From an optimization exercise on the open Yosys and OpenROAD flow, aimed at small area and a short achievable clock period; shortcuts taken in it are not production practice.
RTL that was checked went through simulation tests only; none was proved equivalent to the original.
No activity file was given, so power comes from the tool's default toggle rates.

## build 58
==> module ALU, before the edit <==
module ALU (
    input clk, en,
    input [7:0] a, b,
    input [3:0] s,
    output reg [15:0] y,
    output reg carry,
    output zero
);
reg [7:0] a_in, b_in;
reg [2:0] qh;    
reg [2:0] rh;    
always @(posedge clk, posedge en) begin
    if (en) begin
        a_in <= 0; b_in <= 0;
    end else begin
        a_in <= a; b_in <= b;
    end
end
wire [2:0] iq3, irn;
alu_dpre u_dpre (.a(a[7:5]), .b(b), .q(iq3), .r(irn));
always @(posedge clk) begin
    qh <= iq3;
    rh <= irn;
end
wire [7:0] quo;
alu_div u_div (.a_in(a_in), .b_in(b_in), .qh(qh), .rh(rh), .quo(quo));
wire [8:0] sum, dif, inc, dec;
alu_arith u_arith (.a_in(a_in), .b_in(b_in), .sum(sum), .dif(dif), .inc(inc), .dec(dec));
wire [15:0] prod;
alu_mul u_mul (.x(a_in), .y(b_in), .p(prod));
wire [15:0] pre_y;
wire pre_c;
alu_omux u_omux (
    .s(s), .a_in(a_in), .b_in(b_in),
    .sum(sum), .dif(dif), .inc(inc), .dec(dec), .prod(prod),
    .out_y(pre_y), .c(pre_c)
);
wire [15:0] out_y;
alu_qmerge u_qm (.s(s), .pre(pre_y[7:0]), .quo(quo), .y(out_y[7:0]));
assign out_y[15:8] = pre_y[15:8];
reg zh;
always @(posedge clk, posedge en) begin
    if (en) begin
        y <= 0; carry <= 0; zh <= 0;
    end else begin
        y <= out_y; carry <= pre_c; zh <= (out_y[15:8] == 8'd0);
    end
end
alu_zdet u_zdet (.y(y[7:0]), .v(zh), .zero(zero));
endmodule
==> module alu_div, before the edit <==
module alu_div (
    input [7:0] a_in, b_in,
    input [2:0] qh, rh,
    output [7:0] quo
);
wire [9:0] b3 = {1'b0, b_in, 1'b0} + {2'b00, b_in};
wire [7:0] q;
assign q[7:5] = qh;
wire [3:0] t3  = {rh, a_in[4]};
wire [4:0] df3 = {1'b0, t3} - {1'b0, b_in[3:0]};
assign q[4] = (b_in[7:4] == 4'd0) & ~df3[4];
wire [3:0] r3 = q[4] ? df3[3:0] : t3;
genvar gi;
generate for (gi = 4; gi < 8; gi = gi + 2) begin : dstep
    localparam W = gi + 2;
    wire [gi-1:0] r;
    wire [W-1:0] t = {r, a_in[7-gi], a_in[6-gi]};
    wire [W:0] d1 = {1'b0, t} - {1'b0, b_in[W-1:0]};
    wire [W-1:0] d2 = {1'b0, t[W-1:1]} - {1'b0, b_in[W-2:0]};
    wire [W:0] d3 = {1'b0, t} - {1'b0, b3[W-1:0]};
    wire hz1, hz2, hz3;
    if (W == 8) begin : last
        assign hz1 = 1'b1;
        assign hz2 = ~b_in[7];
    end else begin : nl
        assign hz1 = (b_in[7:W] == 0);
        assign hz2 = (b_in[7:W-1] == 0);
    end
    assign hz3 = (b3[9:W] == 0);
    wire c1 = hz1 & ~d1[W];
    wire c2 = hz2 & ~d2[W-1];
    wire c3 = hz3 & ~d3[W];
    assign q[7-gi] = c2;
    assign q[6-gi] = c2 ? c3 : c1;
    wire [W-1:0] rn = c3 ? d3[W-1:0] : c2 ? {d2[W-2:0], t[0]} : c1 ? d1[W-1:0] : t;
    if (gi == 4) begin : first
        assign r = r3;
    end else begin : nf
        assign r = dstep[gi-2].rn[gi-1:0];
    end
end endgenerate
assign quo = (b_in == 8'd0) ? 8'd0 : q;
endmodule
==> module alu_dpre, before the edit <==
module alu_dpre (
    input [7:5] a,
    input [7:0] b,
    output [2:0] q,
    output [2:0] r
);
wire       ib_hz = (b[7:2] == 6'd0);
wire [1:0] iq = !ib_hz          ? 2'd0 :
                (b[1:0] == 2'd0) ? 2'd3 :          
                (b[1:0] == 2'd1) ? a[7:6] :
                (b[1:0] == 2'd2) ? {1'b0, a[7]} : {1'b0, &a[7:6]};
wire [1:0] ir = !ib_hz          ? a[7:6] :
                (b[1:0] == 2'd0) ? a[7:6] :
                (b[1:0] == 2'd1) ? 2'd0 :
                (b[1:0] == 2'd2) ? {1'b0, a[6]} : ((&a[7:6]) ? 2'd0 : a[7:6]);
wire [2:0] it  = {ir, a[5]};
wire [3:0] idf = {1'b0, it} - {1'b0, b[2:0]};
wire       ige = (b[7:3] == 5'd0) & ~idf[3];
wire [2:0] irn = ige ? idf[2:0] : it;
assign q = {iq, ige};
assign r = irn;
endmodule
clock: 30.0 ns
lec_check: 0
cap_margin: 20
core_margin: 2
core_utilization: 55
slew_margin: 20
standard.sh (not shown) runs the stock make flow with config.mk's settings and CLKGATE_MAP_FILE= SYNTH_SCRIPT=/design/flow/synth_recipe.tcl, a recipe that flattens the netlist after the stock synthesis.
==> flow/flow/run.sh <==
#!/bin/bash
# Layout flow: the standard flow (standard.sh) with these changes:
#  - synthesis leaves adders to ABC: no full/half-adder cell extraction
#    (ADDER_MAP_FILE empty) and no Kogge-Stone carry lookahead map
#    (SYNTH_OPERATIONS_ARGS replaces the -extra-map default);
#  - ABC maps the design with an area-oriented script (flow/abc_area.script),
#    except the zero-flag detector (KEEP_MODULES), which stays a module
#    through synthesis and gets a delay-oriented one (flow/abc_speed.script);
#    flow/prep.py edits a copy of synth.tcl for this, and synth_recipe.tcl
#    still flattens the result;
#  - timing repair aims at a setup slack of 22.5 ns, so that it sizes and
#    buffers the critical paths (the constraints themselves are unchanged);
#  - ports are buffered with buf_2 cells rather than the buffer cell that
#    buffer_ports picks by itself.
set -euo pipefail
here=$(pwd)
rm -rf "$here/scripts"
cp -r "$FLOW_HOME/scripts" "$here/scripts"
cp "$here/flow/abc_speed.script" "$here/scripts/abc_speed_mod.script"
cp "$here/flow/abc_area.script" "$here/scripts/abc_area_mod.script"
python3 "$here/flow/prep.py" "$here/scripts/synth.tcl" > "$here/prep.log" 2>&1
export KEEP_MODULES="alu_zdet"
bash standard.sh SCRIPTS_DIR="$here/scripts" \
  ADDER_MAP_FILE= SYNTH_OPERATIONS_ARGS=-nofsm \
  "BUFFER_PORTS_ARGS=-buffer_cell sky130_fd_sc_hd__buf_2" \
  SETUP_SLACK_MARGIN=22.5 finish > "$here/flow_make.log" 2>&1
==> flow/flow/abc_area.script <==
strash
&get -n
&dch -f
&nf -R 1000
&put
topo
==> flow/flow/abc_speed.script <==
strash
balance
map
topo
==> flow/flow/prep.py <==
# Edit a copy of ORFS's synth.tcl:
#  - keep the modules named in KEEP_MODULES as modules through synthesis
#    (synth_recipe.tcl flattens the design afterwards as usual);
#  - ABC maps those modules with abc_speed_mod.script (delay-oriented) and
#    the rest of the design with abc_area_mod.script (area-oriented).
import sys
p = sys.argv[1]
s = open(p).read()
old1 = "  synth -flatten -run :fine {*}$synth_full_args\n"
new1 = ("  foreach m $::env(KEEP_MODULES) { setattr -mod -set keep_hierarchy 1 $m }\n"
        + old1)
old2 = "  log_cmd abc {*}$abc_args\n"
new2 = """  set speed_args [lreplace $abc_args 1 1 $::env(SCRIPTS_DIR)/abc_speed_mod.script]
  set area_args [lreplace $abc_args 1 1 $::env(SCRIPTS_DIR)/abc_area_mod.script]
  log_cmd abc {*}$speed_args {*}$::env(KEEP_MODULES)
  log_cmd abc {*}$area_args $::env(DESIGN_NAME)
"""
for o, n in ((old1, new1), (old2, new2)):
    assert s.count(o) == 1, o
    s = s.replace(o, n)
open(p, "w").write(s)
For build 78, these inputs were changed with respect to build 58:
diff --git a/flow/design.v b/flow/design.v
--- a/flow/design.v
+++ b/flow/design.v
@@ -4,26 +4,26 @@
     input [3:0] s,
     output reg [15:0] y,
     output reg carry,
     output zero
 );
 reg [7:0] a_in, b_in;
-reg [2:0] qh;    
-reg [2:0] rh;    
+reg [1:0] qh;    
+reg [1:0] rh;    
 always @(posedge clk, posedge en) begin
     if (en) begin
         a_in <= 0; b_in <= 0;
     end else begin
         a_in <= a; b_in <= b;
     end
 end
-wire [2:0] iq3, irn;
-alu_dpre u_dpre (.a(a[7:5]), .b(b), .q(iq3), .r(irn));
+wire [1:0] iq2, ir2;
+alu_dpre u_dpre (.a(a[7:6]), .b(b), .q(iq2), .r(ir2));
 always @(posedge clk) begin
-    qh <= iq3;
-    rh <= irn;
+    qh <= iq2;
+    rh <= ir2;
 end
 wire [7:0] quo;
 alu_div u_div (.a_in(a_in), .b_in(b_in), .qh(qh), .rh(rh), .quo(quo));
 wire [8:0] sum, dif, inc, dec;
 alu_arith u_arith (.a_in(a_in), .b_in(b_in), .sum(sum), .dif(dif), .inc(inc), .dec(dec));
 wire [15:0] prod;
@@ -35,31 +35,36 @@
     .sum(sum), .dif(dif), .inc(inc), .dec(dec), .prod(prod),
     .out_y(pre_y), .c(pre_c)
 );
 wire [15:0] out_y;
 alu_qmerge u_qm (.s(s), .pre(pre_y[7:0]), .quo(quo), .y(out_y[7:0]));
 assign out_y[15:8] = pre_y[15:8];
+wire ph = (prod[15:8] != 8'd0);
 reg zh;
 always @(posedge clk, posedge en) begin
     if (en) begin
         y <= 0; carry <= 0; zh <= 0;
     end else begin
-        y <= out_y; carry <= pre_c; zh <= (out_y[15:8] == 8'd0);
+        y <= out_y; carry <= pre_c; zh <= ~((s == 4'd4) & ph) & ~out_y[8];
     end
 end
 alu_zdet u_zdet (.y(y[7:0]), .v(zh), .zero(zero));
 endmodule
 module alu_div (
     input [7:0] a_in, b_in,
-    input [2:0] qh, rh,
+    input [1:0] qh, rh,
     output [7:0] quo
 );
 wire [9:0] b3 = {1'b0, b_in, 1'b0} + {2'b00, b_in};
 wire [7:0] q;
-assign q[7:5] = qh;
-wire [3:0] t3  = {rh, a_in[4]};
+assign q[7:6] = qh;
+wire [2:0] t2  = {rh, a_in[5]};
+wire [3:0] df2 = {1'b0, t2} - {1'b0, b_in[2:0]};
+assign q[5] = (b_in[7:3] == 5'd0) & ~df2[3];
+wire [2:0] r2 = q[5] ? df2[2:0] : t2;
+wire [3:0] t3  = {r2, a_in[4]};
 wire [4:0] df3 = {1'b0, t3} - {1'b0, b_in[3:0]};
 assign q[4] = (b_in[7:4] == 4'd0) & ~df3[4];
 wire [3:0] r3 = q[4] ? df3[3:0] : t3;
 genvar gi;
 generate for (gi = 4; gi < 8; gi = gi + 2) begin : dstep
     localparam W = gi + 2;
@@ -115,32 +120,26 @@
 assign sum[8] = ca[8];
 assign dif[8] = ~cs[8];
 assign inc[8] = ci[8];
 assign dec[8] = ~cd[8];
 endmodule
 module alu_dpre (
-    input [7:5] a,
+    input [7:6] a,
     input [7:0] b,
-    output [2:0] q,
-    output [2:0] r
+    output [1:0] q,
+    output [1:0] r
 );
-wire       ib_hz = (b[7:2] == 6'd0);
-wire [1:0] iq = !ib_hz          ? 2'd0 :
-                (b[1:0] == 2'd0) ? 2'd3 :          
-                (b[1:0] == 2'd1) ? a[7:6] :
-                (b[1:0] == 2'd2) ? {1'b0, a[7]} : {1'b0, &a[7:6]};
-wire [1:0] ir = !ib_hz          ? a[7:6] :
-                (b[1:0] == 2'd0) ? a[7:6] :
-                (b[1:0] == 2'd1) ? 2'd0 :
-                (b[1:0] == 2'd2) ? {1'b0, a[6]} : ((&a[7:6]) ? 2'd0 : a[7:6]);
-wire [2:0] it  = {ir, a[5]};
-wire [3:0] idf = {1'b0, it} - {1'b0, b[2:0]};
-wire       ige = (b[7:3] == 5'd0) & ~idf[3];
-wire [2:0] irn = ige ? idf[2:0] : it;
-assign q = {iq, ige};
-assign r = irn;
+wire ib_hz = (b[7:2] == 6'd0);
+assign q = !ib_hz          ? 2'd0 :
+           (b[1:0] == 2'd0) ? 2'd3 :          
+           (b[1:0] == 2'd1) ? a[7:6] :
+           (b[1:0] == 2'd2) ? {1'b0, a[7]} : {1'b0, &a[7:6]};
+assign r = !ib_hz          ? a[7:6] :
+           (b[1:0] == 2'd0) ? a[7:6] :
+           (b[1:0] == 2'd1) ? 2'd0 :
+           (b[1:0] == 2'd2) ? {1'b0, a[6]} : ((&a[7:6]) ? 2'd0 : a[7:6]);
 endmodule
 module alu_zdet (
     input [7:0] y,
     input v,
     output zero
 );
Results
- Relative to build 58, internal cell power has decreased by 13% in build 78.
- The number of vias per cell of build 78 is higher than that of build 58.
- Total combinational power was higher in the run labelled build 78.
- Diff build 58 and build 78: power in the clock group lower in build 78
- Against build 58, build 78 comes in 8.1 points lower on clock network fraction of design power.
- When the final numbers for build 58 and build 78 were put side by side, the global-route usage turned out to be smaller in build 78.
- [compare] base=build 58 new=build 78: count of routing violations after the opening detailed-route iteration dropped about 27%; mean cell area of the mapped netlist climbed 1.1%; clock buffer count climbed 2; count of inserted antenna diode cells barely changed.
Only the layout flow was run in build 58; the RTL was not checked for function there.

## separate check: timing with driven ports
Ports are ideal in the flow. The routed layouts listed here were re-timed in OpenROAD.
Step 1 sets driving cells, clkbuf_16 on the clock port and buf_2 on the other inputs (assumed; they add their load-dependent delay and slew).
Step 2 adds t to the input delays and takes it off the output delays; t is the mean of the earliest and latest rising clock arrival at the registers after step 1. Input paths then give back, and output paths get back, about the clock's delay inside the block.
a / b / c = ideal / step 1 / step 2; a / b = the first two.
| run | t (ns) | slack for setup (ns) | worst setup path at the end | latest minus earliest clock arrival (ns) | cell pins on the clock port's net |
|---|---|---|---|---|---|
| build 58 | 0.327 | 22.540 / 22.551 / 22.224 | input to register | 0.008 / 0.008 | 1 |
| build 78 | 0.328 | 22.616 / 22.629 / 22.302 | input to register | 0.011 / 0.011 | 1 |
After both steps setup and hold are still met in every run listed. The setup slack of build 58, which loses most, moves by +0.011 ns with the drivers and by -0.316 ns with both steps.
